What follows belongs to an exercise in optimizing a design on an open flow for a short achievable clock period and few clock cycles; a production flow would make more cautious choices.
The RTL was checked by simulation tests, not by an equivalence proof against the original design.
Power and IR drop assume default switching activity.

===== flow/config.mk =====
export PLATFORM = sky130hd
export DESIGN_NAME = riscvsingle
export DESIGN_NICKNAME = riscvsingle
export VERILOG_FILES = /design/flow/design.v
export SDC_FILE = /design/flow/constraint.sdc
export NUM_CORES = 4
export LEC_CHECK = 0
export CAP_MARGIN = 20
export CORE_MARGIN = 2
export CORE_UTILIZATION = 40
export SETUP_SLACK_MARGIN = 1.0
export SLEW_MARGIN = 20
export SYNTH_HIERARCHICAL = 1
export SYNTH_MINIMUM_KEEP_SIZE = 0

===== flow/constraint.sdc =====
create_clock -name core_clock -period 29.0 [get_ports {clk}]
set_input_delay 5.8000 -clock core_clock [delete_from_list [all_inputs] [get_ports {clk}]]
set_output_delay 5.8000 -clock core_clock [all_outputs]
set_load 0.01 [all_outputs]

===== flow/design.v =====
module ks_adder #(
    parameter W = 32
) (
    input  [W-1:0] x,
    input  [W-1:0] y,
    input          c,
    output [W-1:0] s,
    output         co
);
    wire [W-1:0] p = x ^ y;
    wire [W-1:0] g0 = x & y;
    reg  [W-1:0] gg, pp;
    integer i, d;
    always @(*) begin
        gg = g0;
        pp = p;
        gg[0] = g0[0] | (p[0] & c);
        for (d = 1; d < W; d = d * 2)
            for (i = W - 1; i >= d; i = i - 1) begin
                gg[i] = gg[i] | (pp[i] & gg[i-d]);
                pp[i] = pp[i] & pp[i-d];
            end
    end
    assign s  = p ^ {gg[W-2:0], c};
    assign co = gg[W-1];
endmodule
module riscvsingle(
    clk,
    n_rst,
    PC,
    Instr,
    MemWriteE,
    ALUResult,
    WriteData,
    ByteEnable,
    ReadData
);
    parameter RESET_PC = 32'h1000_0000;
    input clk, n_rst;
    input [31:0] Instr, ReadData;
    output [31:0] PC, ALUResult, WriteData;
    output [3:0] ByteEnable;
    output MemWriteE;
    localparam [6:0] OP_LUI = 7'b0110111, OP_AUIPC = 7'b0010111,
                     OP_JAL = 7'b1101111, OP_JALR = 7'b1100111,
                     OP_BR = 7'b1100011, OP_LOAD = 7'b0000011,
                     OP_STORE = 7'b0100011, OP_IMM = 7'b0010011,
                     OP_REG = 7'b0110011;
    function automatic [32:0] ks_add(input [31:0] x, input [31:0] y, input c);
        reg [31:0] g, p, gg, pp;
        integer i, d;
        begin
            g = x & y;
            p = x ^ y;
            gg = g;
            pp = p;
            gg[0] = g[0] | (p[0] & c);
            for (d = 1; d < 32; d = d * 2)
                for (i = 31; i >= d; i = i - 1) begin
                    gg[i] = gg[i] | (pp[i] & gg[i-d]);
                    pp[i] = pp[i] & pp[i-d];
                end
            ks_add[0] = p[0] ^ c;
            for (i = 1; i < 32; i = i + 1)
                ks_add[i] = p[i] ^ gg[i-1];
            ks_add[32] = gg[31];
        end
    endfunction
    function automatic sum_is(input [31:0] x, input [31:0] y, input [31:0] t);
        reg [31:0] k;
        reg ok;
        integer i;
        begin
            for (i = 1; i < 32; i = i + 1)
                k[i] = (x[i] & y[i]) | ((x[i] ^ y[i]) & ~t[i]);
            k[0] = x[0] & y[0];
            ok = 1'b1;
            for (i = 1; i < 32; i = i + 1)
                ok = ok & ((x[i] ^ y[i] ^ t[i]) == k[i-1]);
            sum_is = ok;
        end
    endfunction
    function automatic [31:0] onehot(input [4:0] r);
        onehot = 32'h1 << r;
    endfunction
    reg  [31:0] pc_fn;          
    wire [31:0] pc_f = ~pc_fn;
    reg  [31:0] pc_o;           
    reg  [31:0] pc_nx;
    reg  [31:0] pc_i;           
    reg         kill_i;         
    reg  [31:0] sk, pc_sk;      
    reg         sk_v;
    reg         stall_1d;
    wire        stall;
    wire        redirect;
    assign PC = pc_o ^ 32'h1000_0000;
    localparam BB = 4, NB = 1 << BB, TW = 10;
    reg  [NB-1:0] btb_v;
    reg  [TW-1:0] btb_tag [0:NB-1];
    reg  [31:0]   btb_tgt [0:NB-1];
    wire [BB-1:0] fidx = pc_f[BB+1:2];
    wire          hit = btb_v[fidx] & (btb_tag[fidx] == pc_f[BB+TW+1:BB+2]);
    wire [31:0]   pc_f4 = pc_f + 32'd4;
    wire [31:0]   pred_f = hit ? btb_tgt[fidx] : pc_f4;
    reg  [31:0]   pred_i, pred_sk;    
    reg           hit_i;
    wire          btb_we;
    wire [31:0]   npc_x;              
    wire          taken_x;
    reg  [31:0]   pc_x;
    always @(*) begin
        if (redirect)   pc_nx = npc_x;
        else if (stall) pc_nx = pc_f;
        else            pc_nx = pred_f;
    end
    reg  [31:0] ir;             
    reg         v_x;            
    reg  [31:0] pred_x;         
    reg  [31:1] s1_x, s2_x;     
    reg         jal_x, jalr_x, br_x, load_x, store_x, reg_x, imm_x, lui_x, auipc_x;
    reg         use1_x, use2_x, wr_x, ld_x;
    wire [31:0] in_w  = stall_1d ? sk : Instr;
    wire [6:0]  in_op = in_w[6:0];
    wire [4:0]  in_rd = in_w[11:7];
    wire        in_jal = in_op == OP_JAL, in_jalr = in_op == OP_JALR,
                in_br = in_op == OP_BR, in_load = in_op == OP_LOAD,
                in_store = in_op == OP_STORE, in_reg = in_op == OP_REG,
                in_imm = in_op == OP_IMM, in_lui = in_op == OP_LUI,
                in_auipc = in_op == OP_AUIPC;
    wire [31:0] in_s1 = onehot(in_w[19:15]);
    wire [31:0] in_s2 = onehot(in_w[24:20]);
    always @(posedge clk or negedge n_rst) begin
        if (!n_rst) begin
            pc_fn    <= ~RESET_PC;
            pc_o     <= RESET_PC ^ 32'h1000_0000;
            pc_i     <= RESET_PC;
            kill_i   <= 1'b1;
            stall_1d <= 1'b0;
            sk_v     <= 1'b0;
            v_x      <= 1'b0;
            btb_v    <= {NB{1'b0}};
        end else begin
            pc_fn    <= ~pc_nx;
            pc_o     <= pc_nx ^ 32'h1000_0000;
            pc_i     <= pc_f;
            kill_i   <= redirect;
            stall_1d <= stall;
            if (!stall_1d) sk_v <= ~kill_i;
            if (redirect)      v_x <= 1'b0;
            else if (!stall)   v_x <= stall_1d ? sk_v : ~kill_i;
            if (btb_we) btb_v[pc_x[BB+1:2]] <= taken_x;
        end
    end
    always @(posedge clk) begin
        pred_i <= pred_f;
        if (!stall_1d) begin
            sk      <= Instr;
            pc_sk   <= pc_i;
            pred_sk <= pred_i;
        end
        if (!stall) begin
            ir      <= in_w;
            pc_x    <= stall_1d ? pc_sk : pc_i;
            pred_x  <= stall_1d ? pred_sk : pred_i;
            s1_x    <= in_s1[31:1];
            s2_x    <= in_s2[31:1];
            jal_x   <= in_jal;
            jalr_x  <= in_jalr;
            br_x    <= in_br;
            load_x  <= in_load;
            store_x <= in_store;
            reg_x   <= in_reg;
            imm_x   <= in_imm;
            lui_x   <= in_lui;
            auipc_x <= in_auipc;
            use1_x  <= in_jalr | in_br | in_load | in_store | in_imm | in_reg;
            use2_x  <= in_br | in_store | in_reg;
            wr_x    <= (in_lui | in_auipc | in_jal | in_jalr | in_imm | in_reg) & (in_rd != 5'd0);
            ld_x    <= in_load & (in_rd != 5'd0);
        end
        if (btb_we) begin
            btb_tag[pc_x[BB+1:2]] <= pc_x[BB+TW+1:BB+2];
            btb_tgt[pc_x[BB+1:2]] <= npc_x;
        end
    end
    wire [2:0] f3  = ir[14:12];
    wire [4:0] rs1 = ir[19:15];
    wire [4:0] rs2 = ir[24:20];
    wire [4:0] rd  = ir[11:7];
    wire [31:0] imm_i = {{20{ir[31]}}, ir[31:20]};
    wire [31:0] imm_s = {{20{ir[31]}}, ir[31:25], ir[11:7]};
    wire [31:0] imm_b = {{20{ir[31]}}, ir[7], ir[30:25], ir[11:8], 1'b0};
    wire [31:0] imm_j = {{12{ir[31]}}, ir[19:12], ir[20], ir[30:21], 1'b0};
    wire [31:0] imm_u = {ir[31:12], 12'h0};
    reg        m1_ld, m2_ld, m3_ld, m4_ld;
    reg [4:0]  m1_rd, m2_rd, m3_rd, m4_rd;
    reg [2:0]  m1_f3, m2_f3, m3_f3, m4_f3;
    reg [1:0]  m2_a, m3_a, m4_a;
    reg [31:0] rd_q;
    reg  [31:0] ld_data;
    wire [31:0] ld_w = rd_q >> {m4_a, 3'b000};
    always @(*) begin
        case (m4_f3)
            3'b000: ld_data = {{24{ld_w[7]}}, ld_w[7:0]};
            3'b001: ld_data = {{16{ld_w[15]}}, ld_w[15:0]};
            3'b100: ld_data = {24'h0, ld_w[7:0]};
            3'b101: ld_data = {16'h0, ld_w[15:0]};
            default: ld_data = rd_q;
        endcase
    end
    reg [31:0] rf [1:31];
    reg [31:0] rf1, rf2;
    integer ri;
    always @(*) begin
        rf1 = 32'h0;
        rf2 = 32'h0;
        for (ri = 1; ri < 32; ri = ri + 1) begin
            rf1 = rf1 | ({32{s1_x[ri]}} & rf[ri]);
            rf2 = rf2 | ({32{s2_x[ri]}} & rf[ri]);
        end
    end
    wire fw1 = m4_ld & (m4_rd == rs1);
    wire fw2 = m4_ld & (m4_rd == rs2);
    wire [31:0] a = fw1 ? ld_data : rf1;
    wire [31:0] b = fw2 ? ld_data : rf2;
    function automatic pend(input [4:0] r, input l1, input [4:0] r1,
                            input l2, input [4:0] r2, input l3, input [4:0] r3);
        pend = (r != 5'd0) & ((l1 & (r1 == r)) | (l2 & (r2 == r)) | (l3 & (r3 == r)));
    endfunction
    assign stall = v_x & ((use1_x & pend(rs1, m1_ld, m1_rd, m2_ld, m2_rd, m3_ld, m3_rd)) |
                          (use2_x & pend(rs2, m1_ld, m1_rd, m2_ld, m2_rd, m3_ld, m3_rd)));
    wire fire = v_x & ~stall;
    wire [31:0] opb = reg_x ? b : imm_i;
    wire        sub = (reg_x & ir[30] & (f3 == 3'b000)) | (f3 == 3'b010) | (f3 == 3'b011);
    wire [32:0] sum;
    ks_adder #(.W(32)) u_alu(.x(a), .y(sub ? ~opb : opb), .c(sub), .s(sum[31:0]), .co(sum[32]));
    wire        ltu = ~sum[32];
    wire        lt  = (a[31] ^ opb[31]) ? a[31] : sum[31];
    wire [4:0]  sh  = opb[4:0];
    wire [63:0] sra64 = {{32{a[31]}}, a} >> sh;
    wire [31:0] srl = a >> sh;
    wire [31:0] sll = a << sh;
    reg  [31:0] alu;
    always @(*) begin
        case (f3)
            3'b000: alu = sum[31:0];
            3'b001: alu = sll;
            3'b010: alu = {31'h0, lt};
            3'b011: alu = {31'h0, ltu};
            3'b100: alu = a ^ opb;
            3'b101: alu = ir[30] ? sra64[31:0] : srl;
            3'b110: alu = a | opb;
            default: alu = a & opb;
        endcase
    end
    wire [32:0] pc4 = ks_add(pc_x, 32'd4, 1'b0);
    wire [32:0] auipc_v = ks_add(pc_x, imm_u, 1'b0);
    reg  [31:0] res;
    always @(*) begin
        if (lui_x)                 res = imm_u;
        else if (auipc_x)          res = auipc_v[31:0];
        else if (jal_x | jalr_x)   res = pc4[31:0];
        else                       res = alu;
    end
    wire [32:0] cmp;
    ks_adder #(.W(32)) u_cmp(.x(a), .y(~b), .c(1'b1), .s(cmp[31:0]), .co(cmp[32]));
    wire        bltu = ~cmp[32];
    wire        blt  = bltu ^ a[31] ^ b[31];
    wire        beq  = a == b;
    reg  cond;
    always @(*) begin
        case (f3)
            3'b000: cond = beq;
            3'b001: cond = ~beq;
            3'b100: cond = blt;
            3'b101: cond = ~blt;
            3'b110: cond = bltu;
            3'b111: cond = ~bltu;
            default: cond = 1'b0;
        endcase
    end
    wire [32:0] jalr_s;
    ks_adder #(.W(32)) u_jalr(.x(a), .y(imm_i), .c(1'b0), .s(jalr_s[31:0]), .co(jalr_s[32]));
    wire [31:0] tgt_r  = {jalr_s[31:1], 1'b0};
    wire [32:0] bj_s   = ks_add(pc_x, jal_x ? imm_j : imm_b, 1'b0);
    wire [31:0] tgt_bj = bj_s[31:0];
    assign taken_x = jal_x | jalr_x | (br_x & cond);
    assign npc_x = taken_x ? (jalr_x ? tgt_r : tgt_bj) : pc4[31:0];
    wire [31:0] pred = pred_x;
    wire eq_seq = pred == pc4[31:0];
    wire eq_bj  = pred == tgt_bj;
    wire eq_r   = sum_is(a, imm_i, pred);
    wire pred_ok = taken_x ? (jalr_x ? eq_r : eq_bj) : eq_seq;
    assign redirect = fire & ~pred_ok;
    assign btb_we = fire & (jal_x | jalr_x | br_x);
    wire x_we = fire & wr_x;
    wire x_wl = fire & (wr_x | ld_x);    
    genvar gi;
    generate
        for (gi = 1; gi < 32; gi = gi + 1) begin : RF
            always @(posedge clk) begin
                if (x_we && rd == gi)
                    rf[gi] <= res;
                else if (m4_ld && m4_rd == gi)
                    rf[gi] <= ld_data;
            end
        end
    endgenerate
    reg [31:0] addr_q;
    reg        mwe_q;
    reg [31:0] sd_q;
    reg [2:0]  sf3_q;
    reg [31:0] wd_q;
    reg [3:0]  be_q;
    assign ALUResult = addr_q;
    assign MemWriteE = mwe_q;
    assign WriteData = wd_q;
    assign ByteEnable = be_q;
    wire [32:0] addr_x;
    ks_adder #(.W(32)) u_addr(.x(a), .y(store_x ? imm_s : imm_i), .c(1'b0), .s(addr_x[31:0]), .co(addr_x[32]));
    always @(posedge clk or negedge n_rst) begin
        if (!n_rst) begin
            mwe_q <= 1'b0;
            m1_ld <= 1'b0;
            m2_ld <= 1'b0;
            m3_ld <= 1'b0;
            m4_ld <= 1'b0;
        end else begin
            mwe_q <= fire & store_x;
            m1_ld <= fire & ld_x;
            m2_ld <= m1_ld & ~(x_wl & (rd == m1_rd));
            m3_ld <= m2_ld & ~(x_wl & (rd == m2_rd));
            m4_ld <= m3_ld & ~(x_wl & (rd == m3_rd));
        end
    end
    always @(posedge clk) begin
        addr_q <= addr_x[31:0];
        sd_q   <= b;
        sf3_q  <= f3;
        m1_rd  <= rd;
        m1_f3  <= f3;
        m2_rd  <= m1_rd;  m2_f3 <= m1_f3;  m2_a <= addr_q[1:0];
        m3_rd  <= m2_rd;  m3_f3 <= m2_f3;  m3_a <= m2_a;
        m4_rd  <= m3_rd;  m4_f3 <= m3_f3;  m4_a <= m3_a;
        rd_q   <= ReadData;
        case (sf3_q)
            3'b000: begin
                wd_q <= {24'h0, sd_q[7:0]} << {addr_q[1:0], 3'b000};
                be_q <= 4'b0001 << addr_q[1:0];
            end
            3'b001: begin
                wd_q <= addr_q[1] ? {sd_q[15:0], 16'h0} : {16'h0, sd_q[15:0]};
                be_q <= addr_q[1] ? 4'b1100 : 4'b0011;
            end
            3'b010: begin
                wd_q <= sd_q;
                be_q <= 4'b1111;
            end
            default: begin
                wd_q <= 32'h0;
                be_q <= 4'b0000;
            end
        endcase
    end
endmodule

===== flow/flow/run.sh =====
#!/bin/bash
# The standard layout, with two changes:
# - timing repair aims well below the clock period: repair_timing works on
#   every path whose slack is under SETUP_SLACK_MARGIN, so a margin of 22 ns
#   at the 29 ns clock makes it shorten paths to about 7 ns;
# - after global placement, each register that drives an output port's
#   buffer is moved next to that buffer (pull_out_regs.tcl), to shorten the
#   register's output wire; detailed placement then legalizes it.
# Clock, constraints, synthesis and every other step are the standard flow's own.
set -uo pipefail
RES=$PWD/orfs/results/sky130hd/riscvsingle/base
bash standard.sh SETUP_SLACK_MARGIN=22 $RES/3_3_place_gp.odb > standard_to_gp.log 2>&1 || exit 1
IN_ODB=$RES/3_3_place_gp.odb OUT_ODB=$RES/3_3_place_gp.odb \
  openroad -no_init -exit flow/pull_out_regs.tcl > pull_out_regs.log 2>&1 || exit 1
bash standard.sh SETUP_SLACK_MARGIN=22 finish > standard_finish.log 2>&1

===== flow/flow/pull_out_regs.tcl =====
# Move each register that drives an output port's buffer (directly or
# through one inverter) next to that buffer, so that the register's output
# wire is short. Detailed placement legalizes the result afterwards.
read_db $::env(IN_ODB)
set block [ord::get_db_block]

proc driver_of {net} {
  foreach it [$net getITerms] {
    if {[$it isOutputSignal]} { return $it }
  }
  return ""
}
proc sinks_of {net} {
  set n 0
  foreach it [$net getITerms] {
    if {![$it isOutputSignal]} { incr n }
  }
  return $n
}
proc input_net {inst} {
  foreach it [$inst getITerms] {
    if {[$it isInputSignal]} { return [$it getNet] }
  }
  return "NULL"
}

set moved 0
foreach bterm [$block getBTerms] {
  if {[$bterm getIoType] ne "OUTPUT"} { continue }
  set net [$bterm getNet]
  if {$net eq "NULL"} { continue }
  set d [driver_of $net]
  if {$d eq ""} { continue }
  set buf [$d getInst]
  set loc [$buf getLocation]
  set innet [input_net $buf]
  if {$innet eq "NULL" || [sinks_of $innet] != 1} { continue }
  set d [driver_of $innet]
  if {$d eq ""} { continue }
  set inst [$d getInst]
  set chain {}
  if {[string match "*__inv_*" [[$inst getMaster] getName]]} {
    lappend chain $inst
    set innet [input_net $inst]
    if {$innet eq "NULL" || [sinks_of $innet] != 1} { continue }
    set d [driver_of $innet]
    if {$d eq ""} { continue }
    set inst [$d getInst]
  }
  if {![[$inst getMaster] isSequential]} { continue }
  lappend chain $inst
  foreach i $chain {
    $i setLocation [lindex $loc 0] [lindex $loc 1]
    $i setPlacementStatus PLACED
  }
  incr moved
}
puts "pull_out_regs: moved $moved registers next to their output buffers"
write_db $::env(OUT_ODB)

===== flow/standard.sh =====
#!/bin/bash
# synth_recipe.tcl (not shown) runs the flow's synth.tcl, then flattens the netlist and writes it again
# the make line also repeats each setting of config.mk as NAME=value (left out here)
make -C /OpenROAD-flow-scripts/flow DESIGN_CONFIG=/design/flow/config.mk WORK_HOME=/design/flow/orfs CLKGATE_MAP_FILE= SYNTH_SCRIPT=/design/flow/synth_recipe.tcl "${@:-finish}"

==> results.cfg, run 1 <==
[detailed_routing]
drcViolationCount = 0
postRouteAntennaNets = 0
routed_via_density = 6.992
drt_iter0_drc = 20670
dr.pass1.iters = 17
wirelength_um = 596100
vias = 100700
wire_per_inst_um = 41.38

[cts]
numCtsBuffers = 240
clock_path_buffers = 4
clk_pin_slew_worst_paths_ps = 60
tritoncts = yes
hold_buffers = 0
clock_sinks = 2244
clkLatencyLatePin_ps = 980
clockRootBuffer = clkbuf_16
cts_htree_levels = 4

[worst_setup_path]
setup.worst_path.end_class = output pin
worstSetupPathType = reg -> out
cp.arrival_ps = 1510
r2r_start = s1_x[27]
cp.required_ps = 23200
start_kind = flop
worstPathMaxFanout = 2

[layout]
final_cell_mix = edfxtp_1, nand2_1, nor2_1
area_growth_pct = 15.60
drive_gt1_share_pct = 16.98
largest_register = rf
fillCellCount = 26040
final_nets = 10620
regArea_um2 = 63920
multi_input_area_um2 = 50500
final_common_cell = edfxtp_1
largest_reg_flops = 992

[die]
dieArea_um2 = 296100
core_area_um2 = 290600
initial_core_util_pct = 40.16
die_w_um = 544.1
pin_count = 167
die_h_um = 544.1
row_count = 198

[sta]
min_period_ps = 7312
rsz0062_at_grt = true
fin_hold_ws_ps = 322.5
worst_slew_margin_rel_pct = -88.14
skew_ps = 111.1
timing_max_transition_violations_final = 3
setup_tns_ps = 0
tightest_slew_ps = 2793
setup_viol = 0
fmax_mhz = 136.8
period_share_pct = 25.21
hold_violations = 0

[placed_design]
dp_hpwl_um = 371600
gp_congestion = 1.040
portBuffers = 166

[synthesis]
synthCells = 10220
yosys_warnings = 9
synth_area_per_cell_um2 = 11.42
syn-cell-area_um2 = 116700

[worst_hold_path]
hp-class = reg -> reg
min_from = m3_a[1]

[global_route]
grt_usage_pct = 38.77
grt_overflow = 0
grt_start_max_net_pins = 75
grt_pass1_wl_um = 790500
antenna_found_initial = 43
grt_pass1_vias = 93270

[power]
powerDensity_nw_per_um2 = 78.43
p_leak_nw = 48.51
ir_drop_v = 0.00006591

[outcome]
failed_checks = capacitance limit, slew limit
status = failed layout checks

[job]
drv_cap = 1
worst paths after layout:
| path | to | cells after the start | slack (ps) |
|---|---|---|---|
| hold reg to reg | m4_a[1] | 0 | 320 |
| max in group asynchronous | stall_1d | 2 | 22520 |
| min in group asynchronous | pc_o[31] | 1 | 4880 |
| setup reg to reg | rf[13][30] | 23 | 21800 |
| setup / recovery | PC[28] | 2 | 21690 |
| hold / removal | m4_a[1] | 0 | 320 |
worst max-delay path: stages, from the launching register on:
cell,delay (ps)
dfrtp_2,430
inv_4,80
buf_6,100
metal layers:
metal  GRT usage (%)  share of wire [%]
met5          0.8279               0.15
met3           14.86                 14
met2           56.30                 41
met4           28.40                9.6
met1           46.69                 35
power by group:
part / switching [W] / internal (W) / total, W
sequential: 0.000223 / 0.00389 / 0.00412
clock: 0.00139 / 0.00186 / 0.00325
combinational: 0.00202 / 0.00119 / 0.00321
total: 0.00363 / 0.00695 / 0.0106
repair_timing:
action,CTS,global route
cloned,10,4
gates resized for setup,710,172
buffers inserted,39,26
pin swaps,30,32
setup endpoints to repair,1606,1161
area by class of cell:
cell class | instances | area share, %
repair buffers | 669 | 4.760
multi-input cells | 6884 | 37.43
clock inverters | 155 | 1.242
inverters | 231 | 0.6696
diodes | 27 | 0.05008
clock buffers | 295 | 4.849
well taps | 3900 | 3.617
flip-flops and latches | 2244 | 47.38
stage by stage:
step	instances	util (%)	instance area [um2]	total power, W	setup WS [ps]
2_1_floorplan	10220	-	116700	0.005969	22010
5_1_grt	14380	46.40	134800	0.01088	21650
6_report	14410	46.42	134900	0.01058	21690
4_1_cts	14340	46.01	133700	0.01045	21640
3_3_place_gp	13840	42.65	123900	0.007112	20090
3_5_place_dp	13840	42.68	124000	0.007159	20020
Testbench counts, summed over its fixed seeds: cycles 245,272.
==> run 2, diff against run 1 <==
--- a/flow/design.v
+++ b/flow/design.v
@@ -24,6 +24,44 @@
     assign s  = p ^ {gg[W-2:0], c};
     assign co = gg[W-1];
 endmodule
+module next_pc (
+    input         redirect,
+    input  [31:0] npc_x,    
+    input         er,       
+    input         isj,      
+    input  [31:0] keep,     
+    input  [8:1]  lo,       
+    input  [31:9] hi,       
+    input  [31:9] hi_up,    
+    input  [31:9] hi_dn,    
+    input  [8:1]  off_j,    
+    input  [8:1]  off_b,    
+    input         neg,      
+    output [31:0] pc_nx
+);
+    wire [7:0] sj, sb;
+    wire       cj, cb;
+    ks_adder #(.W(8)) u_j(.x(lo), .y(off_j), .c(1'b0), .s(sj), .co(cj));
+    ks_adder #(.W(8)) u_b(.x(lo), .y(off_b), .c(1'b0), .s(sb), .co(cb));
+    wire [31:9] hj1 = neg ? hi : hi_up;
+    wire [31:9] hj0 = neg ? hi_dn : hi;
+    wire [31:9] u1 = redirect ? npc_x[31:9] : ~er ? keep[31:9] : isj ? hj1 : hi;
+    wire [31:9] u0 = redirect ? npc_x[31:9] : ~er ? keep[31:9] : isj ? hj0 : hi_dn;
+    wire        c  = isj ? cj : cb;
+    carry_select #(.W(23)) u_cs(.c(c), .a1(u1), .a0(u0), .y(pc_nx[31:9]));
+    assign pc_nx[8:1]  = redirect ? npc_x[8:1] : ~er ? keep[8:1] : isj ? sj : sb;
+    assign pc_nx[0]    = redirect ? npc_x[0] : ~er & keep[0];
+endmodule
+module carry_select #(
+    parameter W = 23
+) (
+    input          c,
+    input  [W-1:0] a1,
+    input  [W-1:0] a0,
+    output [W-1:0] y
+);
+    assign y = c ? a1 : a0;
+endmodule
 module riscvsingle(
     clk,
     n_rst,
@@ -83,8 +121,9 @@
     function automatic [31:0] onehot(input [4:0] r);
         onehot = 32'h1 << r;
     endfunction
-    reg  [31:0] pc_fn;          
-    wire [31:0] pc_f = ~pc_fn;
+    localparam [31:0] FN_INV = ~32'h1000_0000;
+    reg  [31:0] pc_fn;
+    wire [31:0] pc_f = pc_fn ^ FN_INV;
     reg  [31:0] pc_o;           
     reg  [31:0] pc_nx;
     reg  [31:0] pc_i;           
@@ -109,14 +148,22 @@
     wire [31:0]   npc_x;              
     wire          taken_x;
     reg  [31:0]   pc_x;
-    always @(*) begin
-        if (redirect)   pc_nx = npc_x;
-        else if (stall) pc_nx = pc_f;
-        else            pc_nx = pred_f;
-    end
+    wire        i_jal = Instr[6:0] == OP_JAL;
+    wire        i_bbr = (Instr[6:0] == OP_BR) & Instr[31];
+    wire [8:1]  i_lo_j = Instr[28:21];
+    wire [8:1]  i_lo_b = {Instr[28:25], Instr[11:8]};
+    reg  [31:9] pcu_i, pcd_i;
+    wire        er = (i_jal | i_bbr) & ~kill_i & ~hit_i & ~stall_1d & ~stall;
+    wire [31:0] keep = stall ? pc_f : pred_f;
+    wire [31:0] pc_nx_w;
+    next_pc u_next_pc(.redirect(redirect), .npc_x(npc_x), .er(er), .isj(Instr[3]), .keep(keep),
+                      .lo(pc_i[8:1]), .hi(pc_i[31:9]), .hi_up(pcu_i), .hi_dn(pcd_i),
+                      .off_j(i_lo_j), .off_b(i_lo_b), .neg(Instr[31]), .pc_nx(pc_nx_w));
+    always @(*) pc_nx = pc_nx_w;
     reg  [31:0] ir;             
     reg         v_x;            
     reg  [31:0] pred_x;         
+    reg         er_x;           
     reg  [31:1] s1_x, s2_x;     
     reg         jal_x, jalr_x, br_x, load_x, store_x, reg_x, imm_x, lui_x, auipc_x;
     reg         use1_x, use2_x, wr_x, ld_x;
@@ -132,7 +179,7 @@
     wire [31:0] in_s2 = onehot(in_w[24:20]);
     always @(posedge clk or negedge n_rst) begin
         if (!n_rst) begin
-            pc_fn    <= ~RESET_PC;
+            pc_fn    <= RESET_PC ^ FN_INV;
             pc_o     <= RESET_PC ^ 32'h1000_0000;
             pc_i     <= RESET_PC;
             kill_i   <= 1'b1;
@@ -141,10 +188,10 @@
             v_x      <= 1'b0;
             btb_v    <= {NB{1'b0}};
         end else begin
-            pc_fn    <= ~pc_nx;
+            pc_fn    <= pc_nx ^ FN_INV;
             pc_o     <= pc_nx ^ 32'h1000_0000;
             pc_i     <= pc_f;
-            kill_i   <= redirect;
+            kill_i   <= redirect | er;
             stall_1d <= stall;
             if (!stall_1d) sk_v <= ~kill_i;
             if (redirect)      v_x <= 1'b0;
@@ -154,6 +201,9 @@
     end
     always @(posedge clk) begin
         pred_i <= pred_f;
+        hit_i  <= hit;
+        pcu_i  <= pc_f[31:9] + 23'd1;
+        pcd_i  <= pc_f[31:9] - 23'd1;
         if (!stall_1d) begin
             sk      <= Instr;
             pc_sk   <= pc_i;
@@ -163,6 +213,7 @@
             ir      <= in_w;
             pc_x    <= stall_1d ? pc_sk : pc_i;
             pred_x  <= stall_1d ? pred_sk : pred_i;
+            er_x    <= er;
             s1_x    <= in_s1[31:1];
             s2_x    <= in_s2[31:1];
             jal_x   <= in_jal;
@@ -198,17 +249,20 @@
     reg [2:0]  m1_f3, m2_f3, m3_f3, m4_f3;
     reg [1:0]  m2_a, m3_a, m4_a;
     reg [31:0] rd_q;
-    reg  [31:0] ld_data;
-    wire [31:0] ld_w = rd_q >> {m4_a, 3'b000};
-    always @(*) begin
-        case (m4_f3)
-            3'b000: ld_data = {{24{ld_w[7]}}, ld_w[7:0]};
-            3'b001: ld_data = {{16{ld_w[15]}}, ld_w[15:0]};
-            3'b100: ld_data = {24'h0, ld_w[7:0]};
-            3'b101: ld_data = {16'h0, ld_w[15:0]};
-            default: ld_data = rd_q;
-        endcase
-    end
+    function automatic [31:0] align(input [31:0] w, input [2:0] lf3, input [1:0] la);
+        reg [31:0] sw;
+        begin
+            sw = w >> {la, 3'b000};
+            case (lf3)
+                3'b000: align = {{24{sw[7]}}, sw[7:0]};
+                3'b001: align = {{16{sw[15]}}, sw[15:0]};
+                3'b100: align = {24'h0, sw[7:0]};
+                3'b101: align = {16'h0, sw[15:0]};
+                default: align = w;
+            endcase
+        end
+    endfunction
+    wire [31:0] ld_data = align(rd_q, m4_f3, m4_a);
     reg [31:0] rf [1:31];
     reg [31:0] rf1, rf2;
     integer ri;
@@ -229,7 +283,10 @@
         pend = (r != 5'd0) & ((l1 & (r1 == r)) | (l2 & (r2 == r)) | (l3 & (r3 == r)));
     endfunction
     assign stall = v_x & ((use1_x & pend(rs1, m1_ld, m1_rd, m2_ld, m2_rd, m3_ld, m3_rd)) |
-                          (use2_x & pend(rs2, m1_ld, m1_rd, m2_ld, m2_rd, m3_ld, m3_rd)));
+                          (use2_x & (store_x ? pend(rs2, m1_ld, m1_rd, 1'b0, m1_rd, 1'b0, m1_rd)
+                                             : pend(rs2, m1_ld, m1_rd, m2_ld, m2_rd, m3_ld, m3_rd))));
+    wire sfw2 = (rs2 != 5'd0) & m2_ld & (m2_rd == rs2);
+    wire sfw3 = (rs2 != 5'd0) & m3_ld & (m3_rd == rs2);
     wire fire = v_x & ~stall;
     wire [31:0] opb = reg_x ? b : imm_i;
     wire        sub = (reg_x & ir[30] & (f3 == 3'b000)) | (f3 == 3'b010) | (f3 == 3'b011);
@@ -287,7 +344,7 @@
     wire [31:0] tgt_bj = bj_s[31:0];
     assign taken_x = jal_x | jalr_x | (br_x & cond);
     assign npc_x = taken_x ? (jalr_x ? tgt_r : tgt_bj) : pc4[31:0];
-    wire [31:0] pred = pred_x;
+    wire [31:0] pred = er_x ? pc_f : pred_x;
     wire eq_seq = pred == pc4[31:0];
     wire eq_bj  = pred == tgt_bj;
     wire eq_r   = sum_is(a, imm_i, pred);
@@ -311,12 +368,14 @@
     reg        mwe_q;
     reg [31:0] sd_q;
     reg [2:0]  sf3_q;
+    reg        sfw2_q, sfw3_q;    
     reg [31:0] wd_q;
     reg [3:0]  be_q;
     assign ALUResult = addr_q;
     assign MemWriteE = mwe_q;
     assign WriteData = wd_q;
     assign ByteEnable = be_q;
+    wire [31:0] sdata = sfw2_q ? align(ReadData, m3_f3, m3_a) : sfw3_q ? ld_data : sd_q;
     wire [32:0] addr_x;
     ks_adder #(.W(32)) u_addr(.x(a), .y(store_x ? imm_s : imm_i), .c(1'b0), .s(addr_x[31:0]), .co(addr_x[32]));
     always @(posedge clk or negedge n_rst) begin
@@ -338,6 +397,8 @@
         addr_q <= addr_x[31:0];
         sd_q   <= b;
         sf3_q  <= f3;
+        sfw2_q <= sfw2;
+        sfw3_q <= sfw3;
         m1_rd  <= rd;
         m1_f3  <= f3;
         m2_rd  <= m1_rd;  m2_f3 <= m1_f3;  m2_a <= addr_q[1:0];
@@ -346,15 +407,15 @@
         rd_q   <= ReadData;
         case (sf3_q)
             3'b000: begin
-                wd_q <= {24'h0, sd_q[7:0]} << {addr_q[1:0], 3'b000};
+                wd_q <= {24'h0, sdata[7:0]} << {addr_q[1:0], 3'b000};
                 be_q <= 4'b0001 << addr_q[1:0];
             end
             3'b001: begin
-                wd_q <= addr_q[1] ? {sd_q[15:0], 16'h0} : {16'h0, sd_q[15:0]};
+                wd_q <= addr_q[1] ? {sdata[15:0], 16'h0} : {16'h0, sdata[15:0]};
                 be_q <= addr_q[1] ? 4'b1100 : 4'b0011;
             end
             3'b010: begin
-                wd_q <= sd_q;
+                wd_q <= sdata;
                 be_q <= 4'b1111;
             end
             default: begin
==> results.cfg, run 2 <==
[worst_setup_path]
reg2reg_depth = 25
worstPathMaxFanout = 6
setup.worst_path.end_class = flop
r2r_end = rf[7][30]
cp.required_ps = 29770
r2r_start = s1_x[23]
worstSetupPathType = in -> reg
r2r_slack_ps = 21790
cp_slowest_cell = dlygate4sd2_1
cp.arrival_ps = 8100
worstPathCellList = dlygate4sd2_1 > ha_2 > or3_1 > a211oi_2 > a21oi_2 > buf_12 > mux2_4 > buf_12 > mux2_4
start_kind = primary input
max_stage_delay_ps = 380

[layout]
final_cell_mix = edfxtp_1, nor2_1, nand2_1
drive_gt1_share_pct = 20.51
multi_input_area_um2 = 55710
regArea_um2 = 64950
largest_reg_flops = 992
fillCellCount = 27560
final_nets = 11580
area_growth_pct = 17.74
final_common_cell = edfxtp_1
largest_register = rf

[sta]
timing_max_transition_violations_final = 0
setup_viol = 0
tightest_slew_ps = 1336
fmax_mhz = 136.4
worst_slack_ps = 21670
min_period_ps = 7331
hold_violations = 0
rsz0062_at_grt = true
worst_slew_margin_rel_pct = 10.92
period_share_pct = 25.28
setup_tns_ps = 0
skew_ps = 99.89

[detailed_routing]
drt_iter0_drc = 23060
wirelength_um = 643800
vias = 109800
drcViolationCount = 0
postRouteAntennaNets = 0
dr.pass1.iters = 31
routed_via_density = 7.044
wire_per_inst_um = 41.31

[cts]
clockRootBuffer = clkbuf_16
numCtsBuffers = 265
hold_buffers = 0
clock_path_buffers = 4
tritoncts = yes
clk_pin_slew_worst_paths_ps = 60
clock_sinks = 2294
clkLatencyLatePin_ps = 960
cts_htree_levels = 5

[worst_hold_path]
min_to = m3_a[0]
min_path_cells = 0
min_from = m2_a[0]
hp-class = reg -> reg

[die]
core_area_um2 = 305800
dieArea_um2 = 311600
die_h_um = 558.2
initial_core_util_pct = 40.17
die_w_um = 558.2
pin_count = 167
row_count = 203

[global_route]
antenna_found_initial = 48
grt_pass1_vias = 101300
grt_usage_pct = 39.47
grt_pass1_wl_um = 848400
grt_overflow = 0
grt_start_max_net_pins = 125

[outcome]
status = no timing/DRC/antenna violations

[synthesis]
yosys_warnings = 10
syn-cell-area_um2 = 122900
synthCells = 11010
synth_area_per_cell_um2 = 11.16

[placed_design]
dp_slack_ps = 19620
dp_hpwl_um = 385800
gp_congestion = 1.066
portBuffers = 166

[power]
p_leak_nw = 52.02
powerDensity_nw_per_um2 = 78.10
ir_drop_v = 0.00007289

[job]
drv_cap = 0
## run 2: worst max path at each step
stage | start | end | slack [ps] | cells past startpoint
6_report | Instr[27] | pc_o[24] | 21670 | 9
5_1_grt | Instr[21] | pc_o[24] | 21630 | 13
4_1_cts | Instr[21] | pc_o[20] | 21670 | 13
3_5_place_dp | Instr[3] | pc_fn[12] | 19620 | 9
3_3_place_gp | m4_a[0] | pc_fn[10] | 19780 | 24
2_1_floorplan | Instr[9] | pc_o[10] | 21500 | 10
## run 2: repair_timing
| action | CTS | global route |
|---|---|---|
| gates resized for setup | 846 | 517 |
| cloned | 16 | 18 |
| pin swaps | 41 | 99 |
| endpoints found under the setup margin | 1473 | 952 |
| setup buffers | 93 | 160 |
## run 2: worst max-delay path, delay by kind of cell
| kind | cells | cell delay [ps] |
|---|---|---|
| buffers and inverters | 3 | 690 |
| multiplexers | 2 | 630 |
| AND/OR/NAND/NOR | 1 | 380 |
| AO/OA/AOI/OAI | 2 | 310 |
| adder cells (fa/ha/maj) | 1 | 280 |
## run 2: report_power, final
part | leakage (nW) | switching [W] | total [W] | internal, W
clock network | 4.22 | 0.00147 | 0.00342 | 0.00195
registers | 21.3 | 0.000210 | 0.00417 | 0.00396
logic | 26.5 | 0.00231 | 0.00371 | 0.00140
## run 2: area by class of cell
class,count,area share (%)
tap,4100,3.546
timing repair buffer,876,6.146
clock inverter,135,1.012
antenna,64,0.1107
multi-input combinational,7494,38.51
inverter,275,0.7698
sequential,2294,44.90
clock buffer,346,5.000
## run 2: per-layer routing
layer | GRT usage, % | vias up | share of wire (%)
met5 | 3.381 | - | 0.37
met4 | 30.03 | 49 | 11
met3 | 17.29 | 3734 | 15
met2 | 56.38 | 10730 | 41
met1 | 46.27 | 53020 | 33
li1 | - | 42230 | -
## run 2: through the flow
step	area, um2	cells	hold slack, ps	util (%)	total power, W
floorplan	123200	11010	309.6	-	0.006316
global placement	129900	14740	310.0	42.47	0.007536
detailed placement	129900	14750	312.1	42.49	0.007590
CTS	140900	15340	324.1	46.06	0.01106
global route	144600	15550	328.7	47.27	0.01160
finish	144700	15580	323.8	47.30	0.01130
Testbench counts of run 2, summed over its fixed seeds: cycles 240,451.
==> run 3, diff against run 2 <==
--- a/flow/design.v
+++ b/flow/design.v
@@ -167,7 +167,9 @@
     reg  [31:1] s1_x, s2_x;     
     reg         jal_x, jalr_x, br_x, load_x, store_x, reg_x, imm_x, lui_x, auipc_x;
     reg         use1_x, use2_x, wr_x, ld_x;
-    wire [31:0] in_w  = stall_1d ? sk : Instr;
+    reg         lb_v, er_b_1d, inj_1d;
+    reg  [31:0] lb_w, lb_a;
+    wire [31:0] in_w  = inj_1d ? lb_w : stall_1d ? sk : Instr;
     wire [6:0]  in_op = in_w[6:0];
     wire [4:0]  in_rd = in_w[11:7];
     wire        in_jal = in_op == OP_JAL, in_jalr = in_op == OP_JALR,
@@ -186,6 +188,9 @@
             stall_1d <= 1'b0;
             sk_v     <= 1'b0;
             v_x      <= 1'b0;
+            lb_v     <= 1'b0;
+            er_b_1d  <= 1'b0;
+            inj_1d   <= 1'b0;
             btb_v    <= {NB{1'b0}};
         end else begin
             pc_fn    <= pc_nx ^ FN_INV;
@@ -195,7 +200,10 @@
             stall_1d <= stall;
             if (!stall_1d) sk_v <= ~kill_i;
             if (redirect)      v_x <= 1'b0;
-            else if (!stall)   v_x <= stall_1d ? sk_v : ~kill_i;
+            else if (!stall)   v_x <= inj_1d | (stall_1d ? sk_v : ~kill_i);
+            er_b_1d  <= er & i_bbr & ~redirect;
+            inj_1d   <= inj;
+            if (er_b_1d) lb_v <= 1'b1;
             if (btb_we) btb_v[pc_x[BB+1:2]] <= taken_x;
         end
     end
@@ -204,6 +212,10 @@
         hit_i  <= hit;
         pcu_i  <= pc_f[31:9] + 23'd1;
         pcd_i  <= pc_f[31:9] - 23'd1;
+        if (er_b_1d) begin
+            lb_w <= Instr;
+            lb_a <= pc_i;
+        end
         if (!stall_1d) begin
             sk      <= Instr;
             pc_sk   <= pc_i;
@@ -211,8 +223,8 @@
         end
         if (!stall) begin
             ir      <= in_w;
-            pc_x    <= stall_1d ? pc_sk : pc_i;
-            pred_x  <= stall_1d ? pred_sk : pred_i;
+            pc_x    <= inj_1d ? lb_a : stall_1d ? pc_sk : pc_i;
+            pred_x  <= inj_1d ? pc_f : stall_1d ? pred_sk : pred_i;
             er_x    <= er;
             s1_x    <= in_s1[31:1];
             s2_x    <= in_s2[31:1];
@@ -312,6 +324,7 @@
         endcase
     end
     wire [32:0] pc4 = ks_add(pc_x, 32'd4, 1'b0);
+    wire [32:0] pc8 = ks_add(pc_x, 32'd8, 1'b0);
     wire [32:0] auipc_v = ks_add(pc_x, imm_u, 1'b0);
     reg  [31:0] res;
     always @(*) begin
@@ -343,13 +356,15 @@
     wire [32:0] bj_s   = ks_add(pc_x, jal_x ? imm_j : imm_b, 1'b0);
     wire [31:0] tgt_bj = bj_s[31:0];
     assign taken_x = jal_x | jalr_x | (br_x & cond);
-    assign npc_x = taken_x ? (jalr_x ? tgt_r : tgt_bj) : pc4[31:0];
+    wire lb_match = lb_v & (lb_a == pc4[31:0]);
+    assign npc_x = taken_x ? (jalr_x ? tgt_r : tgt_bj) : lb_match ? pc8[31:0] : pc4[31:0];
     wire [31:0] pred = er_x ? pc_f : pred_x;
     wire eq_seq = pred == pc4[31:0];
     wire eq_bj  = pred == tgt_bj;
     wire eq_r   = sum_is(a, imm_i, pred);
     wire pred_ok = taken_x ? (jalr_x ? eq_r : eq_bj) : eq_seq;
     assign redirect = fire & ~pred_ok;
+    wire inj = redirect & ~taken_x & lb_match;
     assign btb_we = fire & (jal_x | jalr_x | br_x);
     wire x_we = fire & wr_x;
     wire x_wl = fire & (wr_x | ld_x);    
==> flow/flow/run.sh (replaced) <==
#!/bin/bash
# The standard layout, with three changes:
# - timing repair aims well below the clock period: repair_timing works on
#   every path whose slack is under SETUP_SLACK_MARGIN, so a margin of 22 ns
#   at the 29 ns clock makes it shorten paths to about 7 ns;
# - after global placement, each register that drives an output port's
#   buffer is moved next to that buffer (pull_out_regs.tcl), to shorten the
#   register's output wire; detailed placement then legalizes it;
# - timing repair does not clone gates (SKIP_GATE_CLONING): a clone placed
#   far from its inputs' drivers can leave a slew violation behind, since no
#   repair_design follows the repair after global routing.
# Clock, constraints, synthesis and every other step are the standard flow's own.
set -uo pipefail
RES=$PWD/orfs/results/sky130hd/riscvsingle/base
bash standard.sh SETUP_SLACK_MARGIN=22 SKIP_GATE_CLONING=1 $RES/3_3_place_gp.odb > standard_to_gp.log 2>&1 || exit 1
IN_ODB=$RES/3_3_place_gp.odb OUT_ODB=$RES/3_3_place_gp.odb \
  openroad -no_init -exit flow/pull_out_regs.tcl > pull_out_regs.log 2>&1 || exit 1
bash standard.sh SETUP_SLACK_MARGIN=22 SKIP_GATE_CLONING=1 finish > standard_finish.log 2>&1
--- a/flow/flow/pull_out_regs.tcl
+++ b/flow/flow/pull_out_regs.tcl
@@ -34,7 +34,10 @@
   set buf [$d getInst]
   set loc [$buf getLocation]
   set innet [input_net $buf]
-  if {$innet eq "NULL" || [sinks_of $innet] != 1} { continue }
+  if {$innet eq "NULL" || [sinks_of $innet] != 1} {
+    puts "pull_out_regs: [$bterm getName]: buffer input has other loads"
+    continue
+  }
   set d [driver_of $innet]
   if {$d eq ""} { continue }
   set inst [$d getInst]
@@ -42,17 +45,24 @@
   if {[string match "*__inv_*" [[$inst getMaster] getName]]} {
     lappend chain $inst
     set innet [input_net $inst]
-    if {$innet eq "NULL" || [sinks_of $innet] != 1} { continue }
+    if {$innet eq "NULL" || [sinks_of $innet] != 1} {
+      puts "pull_out_regs: [$bterm getName]: inverter input has other loads"
+      continue
+    }
     set d [driver_of $innet]
     if {$d eq ""} { continue }
     set inst [$d getInst]
   }
-  if {![[$inst getMaster] isSequential]} { continue }
+  if {![[$inst getMaster] isSequential]} {
+    puts "pull_out_regs: [$bterm getName]: driver [$inst getName] is not a register"
+    continue
+  }
   lappend chain $inst
   foreach i $chain {
     $i setLocation [lindex $loc 0] [lindex $loc 1]
     $i setPlacementStatus PLACED
   }
+  puts "pull_out_regs: [$bterm getName]: moved [llength $chain] cell(s) next to [$buf getName]"
   incr moved
 }
 puts "pull_out_regs: moved $moved registers next to their output buffers"
==> results.cfg, run 3 <==
[cts]
clockRootBuffer = clkbuf_16
clock_path_buffers = 4
clk_pin_slew_worst_paths_ps = 60
hold_buffers = 0
numCtsBuffers = 272
cts_htree_levels = 5
tritoncts = yes
clock_sinks = 2361
clkLatencyLatePin_ps = 970

[layout]
area_growth_pct = 15.92
largest_register = rf
final_cell_mix = edfxtp_1, nor2_1, nand2_1
largest_reg_flops = 992
drive_gt1_share_pct = 18.80
final_nets = 11980
final_common_cell = edfxtp_1
finish.cell_count_without_fillers = 16020

[sta]
rsz0062_at_grt = true
setup_viol = 0
fin_hold_ws_ps = 321.6
hold_violations = 0
tightest_slew_ps = 1354
period_share_pct = 25.46
fmax_mhz = 135.4
skew_ps = 76.76
timing_max_transition_violations_final = 0
setup_tns_ps = 0
worst_slew_margin_rel_pct = 9.705
min_period_ps = 7384

[die]
die_w_um = 567.6
die_h_um = 567.6
core_area_um2 = 315500
initial_core_util_pct = 40.27
row_count = 206
dieArea_um2 = 322200
pin_count = 167

[outcome]
status = no timing/DRC/antenna violations

[job]
drv_cap = 0

[global_route]
grt_usage_pct = 39.22
grt_overflow = 0
grt_pass1_wl_um = 877600
grt_start_max_net_pins = 103
antenna_found_initial = 30
grt_pass1_vias = 104600

[power]
p_total_w = 0.01181
ir_drop_v = 0.00009697
powerDensity_nw_per_um2 = 80.17
p_leak_nw = 52.82

[synthesis]
syn-cell-area_um2 = 127100
yosys_warnings = 10
synth_area_per_cell_um2 = 11.00
synthCells = 11550

[detailed_routing]
wirelength_um = 659600
wire_per_inst_um = 41.18
routed_via_density = 7.064
vias = 113100
dr.pass1.iters = 17
postRouteAntennaNets = 0
drcViolationCount = 0
drt_iter0_drc = 23090

[worst_setup_path]
setup.worst_path.end_class = flop
cp.arrival_ps = 8270
worst-path-stages = 22
worstPathCellList = buf_4 > buf_4 > a22oi_1 > nand4_1 > or3_1 > o22ai_2 > inv_1 > buf_4 > ha_1 > a211o_1 > a21oi_1 > a211o_1 > a21oi_1 > or3_1 > a221oi_1 > nand2b_1 > o211ai_1 > o21ai_2 > nand2_1 > o31ai_1 > mux2_4 > inv_2
critPathTopFamily = compound AO/OA/AOI/OAI gates
cp_slowest_cell = a21oi_1
cp.required_ps = 29880
max_stage_delay_ps = 690
worstPathMaxFanout = 22
worstSetupPathType = reg -> reg
start_kind = flop
path_common_cell = buf_4
path_buf_inv = 5
reg2reg_depth = 22

[placed_design]
portBuffers = 166
gp_congestion = 1.041
placed_cells = 15330
dp_hpwl_um = 409300

[worst_hold_path]
hp-class = reg -> reg
min_path_cells = 0
-- run 3: report_power, final --
part           switching (W)  leakage (nW)  internal, W
clock network        0.00153          4.42      0.00209
logic                0.00244          26.4      0.00144
registers           0.000237          22.0      0.00407
-- run 3: final cells by class --
class                   instances  area [um2]
diodes                         33       82.58
clock buffers                 349        7301
clock inverters               140        1804
fillers                     28570      168200
inverters                     248       997.2
multi-input cells            7934       57330
flip-flops and latches       2361       66940
well taps                    4160        5205
repair buffers                790        7624
-- run 3: worst paths after layout --
check                         start        end  slack (ps)
max                        s1_x[31]  pc_fn[31]       21620
max in group asynchronous     n_rst     inj_1d       22290
min reg2reg                 m2_a[0]    m3_a[0]         320
max reg2reg                s1_x[31]  pc_fn[31]       21620
min in group asynchronous     n_rst   pc_o[17]        4980
min                         m2_a[0]    m3_a[0]         320
-- run 3: per-layer routing --
metal,up-vias,global-route usage (%),wire (um)
met5,-,0.8181,680
met4,26,28.77,65470
met3,3376,15.48,95600
met2,10690,56.78,271600
met1,55190,47.08,226300
li1,43840,-,-
-- run 3: timing repair --
item / CTS / global route
pin swaps: 42 / 41
endpoints found under the hold margin: 0 / 0
setup buffers: 103 / 64
gates resized for setup: 800 / 252
setup endpoints to repair: 1631 / 900
-- run 3: through the flow --
step	utilization (%)	area, um2	setup WS (ps)
after global placement	42.58	134300	19770
after detailed placement	42.60	134400	19500
final	46.69	147300	21620
after floorplan	-	127400	21500
after CTS	46.12	145500	21680
after global routing	46.66	147200	21560
Testbench counts of run 3, summed over its fixed seeds: cycles 236,559.
==> run 4, diff against run 3 <==
--- a/flow/design.v
+++ b/flow/design.v
@@ -155,11 +155,14 @@
     reg  [31:9] pcu_i, pcd_i;
     wire        er = (i_jal | i_bbr) & ~kill_i & ~hit_i & ~stall_1d & ~stall;
     wire [31:0] keep = stall ? pc_f : pred_f;
-    wire [31:0] pc_nx_w;
+    reg         jr_pend;
+    reg  [31:0] jr_tgt;
+    wire [31:0] tgt_r;          
+    wire [31:0] pc_nx_a;
+    always @(*) pc_nx = jr_pend ? jr_tgt : pc_nx_a;
     next_pc u_next_pc(.redirect(redirect), .npc_x(npc_x), .er(er), .isj(Instr[3]), .keep(keep),
                       .lo(pc_i[8:1]), .hi(pc_i[31:9]), .hi_up(pcu_i), .hi_dn(pcd_i),
-                      .off_j(i_lo_j), .off_b(i_lo_b), .neg(Instr[31]), .pc_nx(pc_nx_w));
-    always @(*) pc_nx = pc_nx_w;
+                      .off_j(i_lo_j), .off_b(i_lo_b), .neg(Instr[31]), .pc_nx(pc_nx_a));
     reg  [31:0] ir;             
     reg         v_x;            
     reg  [31:0] pred_x;         
@@ -191,12 +194,14 @@
             lb_v     <= 1'b0;
             er_b_1d  <= 1'b0;
             inj_1d   <= 1'b0;
+            jr_pend  <= 1'b0;
             btb_v    <= {NB{1'b0}};
         end else begin
             pc_fn    <= pc_nx ^ FN_INV;
             pc_o     <= pc_nx ^ 32'h1000_0000;
             pc_i     <= pc_f;
-            kill_i   <= redirect | er;
+            kill_i   <= redirect | er | jr_pend;
+            jr_pend  <= redirect & jalr_x;
             stall_1d <= stall;
             if (!stall_1d) sk_v <= ~kill_i;
             if (redirect)      v_x <= 1'b0;
@@ -212,6 +217,7 @@
         hit_i  <= hit;
         pcu_i  <= pc_f[31:9] + 23'd1;
         pcd_i  <= pc_f[31:9] - 23'd1;
+        jr_tgt <= tgt_r;
         if (er_b_1d) begin
             lb_w <= Instr;
             lb_a <= pc_i;
@@ -244,7 +250,7 @@
         end
         if (btb_we) begin
             btb_tag[pc_x[BB+1:2]] <= pc_x[BB+TW+1:BB+2];
-            btb_tgt[pc_x[BB+1:2]] <= npc_x;
+            btb_tgt[pc_x[BB+1:2]] <= jalr_x ? tgt_r : npc_x;
         end
     end
     wire [2:0] f3  = ir[14:12];
@@ -352,12 +358,12 @@
     end
     wire [32:0] jalr_s;
     ks_adder #(.W(32)) u_jalr(.x(a), .y(imm_i), .c(1'b0), .s(jalr_s[31:0]), .co(jalr_s[32]));
-    wire [31:0] tgt_r  = {jalr_s[31:1], 1'b0};
+    assign tgt_r = {jalr_s[31:1], 1'b0};
     wire [32:0] bj_s   = ks_add(pc_x, jal_x ? imm_j : imm_b, 1'b0);
     wire [31:0] tgt_bj = bj_s[31:0];
     assign taken_x = jal_x | jalr_x | (br_x & cond);
     wire lb_match = lb_v & (lb_a == pc4[31:0]);
-    assign npc_x = taken_x ? (jalr_x ? tgt_r : tgt_bj) : lb_match ? pc8[31:0] : pc4[31:0];
+    assign npc_x = taken_x ? (jalr_x ? pc4[31:0] : tgt_bj) : lb_match ? pc8[31:0] : pc4[31:0];
     wire [31:0] pred = er_x ? pc_f : pred_x;
     wire eq_seq = pred == pc4[31:0];
     wire eq_bj  = pred == tgt_bj;
==> results.cfg, run 4 <==
[detailed_routing]
drcViolationCount = 0
drt_iter0_drc = 22260
vias = 113300
postRouteAntennaNets = 0
wire_per_inst_um = 39.99
dr.pass1.iters = 15
wirelength_um = 645500
routed_via_density = 7.019

[cts]
clockRootBuffer = clkbuf_16
clock_sinks = 2393
cts_htree_levels = 5
clk_pin_slew_worst_paths_ps = 70
clock_path_buffers = 4
hold_buffers = 0
tritoncts = yes
numCtsBuffers = 272
clkLatencyLatePin_ps = 960

[sta]
period_share_pct = 26.15
setup_viol = 0
fmax_mhz = 131.9
worst_slew_margin_rel_pct = 12.21
timing_max_transition_violations_final = 0
setup_tns_ps = 0
hold_violations = 0
skew_ps = 78.48
min_period_ps = 7582
tightest_slew_ps = 1317
rsz0062_at_grt = true

[synthesis]
yosys_warnings = 10
syn-cell-area_um2 = 128600
synth_area_per_cell_um2 = 11.12
synthCells = 11560

[die]
row_count = 208
core_area_um2 = 320600
dieArea_um2 = 326100
initial_core_util_pct = 40.11
die_h_um = 571.0
die_w_um = 571.0
pin_count = 167

[worst_setup_path]
worstPathMaxFanout = 6
start_kind = primary input
path_buf_inv = 5
worstSetupPathType = in -> reg
critPathTopFamily = multiplexers
cp.arrival_ps = 8370
worstPathCellList = buf_8 > fa_2 > inv_2 > fa_2 > nor2b_4 > o21ai_2 > a21oi_2 > a211oi_2 > a21oi_2 > mux2_8 > buf_16 > buf_12 > mux2_4 > mux2i_2 > inv_1
cp.required_ps = 29790
cp_slowest_cell = fa_2
setup.worst_path.end_class = flop
max_stage_delay_ps = 360

[outcome]
status = no timing/DRC/antenna violations

[layout]
area_growth_pct = 15.66
largest_reg_flops = 992
final_common_cell = edfxtp_1
drive_gt1_share_pct = 18.25
largest_register = rf
final_nets = 11950
finish.cell_count_without_fillers = 16140
final_cell_mix = edfxtp_1, nand2_1, o21ai_0

[placed_design]
dp_hpwl_um = 397100
placed_cells = 15460
gp_congestion = 1.024
portBuffers = 166

[power]
ir_drop_v = 0.00007826
p_leak_nw = 54.42
powerDensity_nw_per_um2 = 78.80

[global_route]
grt_usage_pct = 38.10
grt_pass1_wl_um = 864600
antenna_found_initial = 41
grt_pass1_vias = 104700
grt_start_max_net_pins = 108
grt_overflow = 0

[job]
drv_cap = 0

[worst_hold_path]
hp-class = reg -> reg
## run 4: cell type report
class	instances	area (um2)
fill	28990	171900
sequential	2393	67580
multi-input combinational	7868	58440
clock buffer	361	7553
timing repair buffer	758	7360
tap	4305	5386
clock inverter	133	1214
inverter	288	1131
antenna	36	90.09
## run 4: layer usage
layer / track usage (%) / up-vias / part of all wire, %
li1: - / 43940 / -
met1: 46.58 / 55210 / 35
met2: 54.41 / 10830 / 41
met3: 14.96 / 3280 / 14
met4: 27.59 / 37 / 9.6
met5: 0.7937 / - / 0.089
## run 4: path summary, 6_finish.rpt
kind | from | cells after the start | to | slack (ps)
max in group asynchronous | n_rst | 2 | er_b_1d | 22420
setup / recovery | Instr[21] | 15 | pc_o[18] | 21420
hold reg to reg | m2_f3[1] | 0 | m3_f3[1] | 330
hold / removal | m2_f3[1] | 0 | m3_f3[1] | 330
setup reg to reg | s1_x[17] | 22 | pc_o[16] | 21570
min in group asynchronous | n_rst | 1 | pc_o[26] | 5030
## run 4: repair_timing
| item | CTS | global route |
|---|---|---|
| pin swaps | 31 | 38 |
| endpoints found under the setup margin | 1642 | 1101 |
| gates resized for setup | 794 | 275 |
| buffers inserted | 87 | 58 |
| gates cloned | 0 | 0 |
## run 4: metrics by stage
stage | hold slack, ps | setup slack (ps) | area, um2 | power, W | utilization, %
2_1_floorplan | 309.6 | 21310 | 128900 | 0.006581 | -
3_3_place_gp | 309.8 | 18300 | 136100 | 0.007904 | 42.45
3_5_place_dp | 312.8 | 18090 | 136200 | 0.007965 | 42.48
4_1_cts | 326.4 | 21450 | 147000 | 0.01153 | 45.84
5_1_grt | 331.6 | 21360 | 148700 | 0.01203 | 46.37
6_report | 326.5 | 21420 | 148800 | 0.01172 | 46.39
## run 4: power breakdown
part	switching, W	internal, W	total [W]
sequential	0.000271	0.00413	0.00440
combinational	0.00238	0.00146	0.00384
clock	0.00150	0.00198	0.00348
Testbench counts of run 4, summed over its fixed seeds: cycles 237,044.

==> what the ideal ports hide <==
In the flow no input, the clock included, has a driving cell. The finished layouts below were timed again as built, in two steps.
Step 1 sets driving cells, clkbuf_16 on the clock port and buf_2 on the other inputs (assumed; they add their load-dependent delay and slew).
Step 2 times the ports against the registers' clock, not the clock port: input delays grow and output delays shrink by t, the midpoint of the rising clock arrivals with the driver on.
Slacks: ideal / step 1 / step 2; pairs: ideal / step 1.
run	t, ns	setup slack, ns	worst setup path at the end	worst slew at a driven data input, ns	cell pins on the clock port's net
run 1	1.023	21.688 / 21.588 / 21.025	input to register	0.10	1
run 2	1.017	21.669 / 21.667 / 20.667	input to register	0.18	1
run 3	1.034	21.616 / 21.616 / 20.659	input to register	0.19	1
run 4	1.026	21.418 / 21.396 / 20.371	input to register	0.22	1
The setup slack of run 4, which loses most, moves by -0.022 ns with the drivers and by -1.047 ns with both steps.
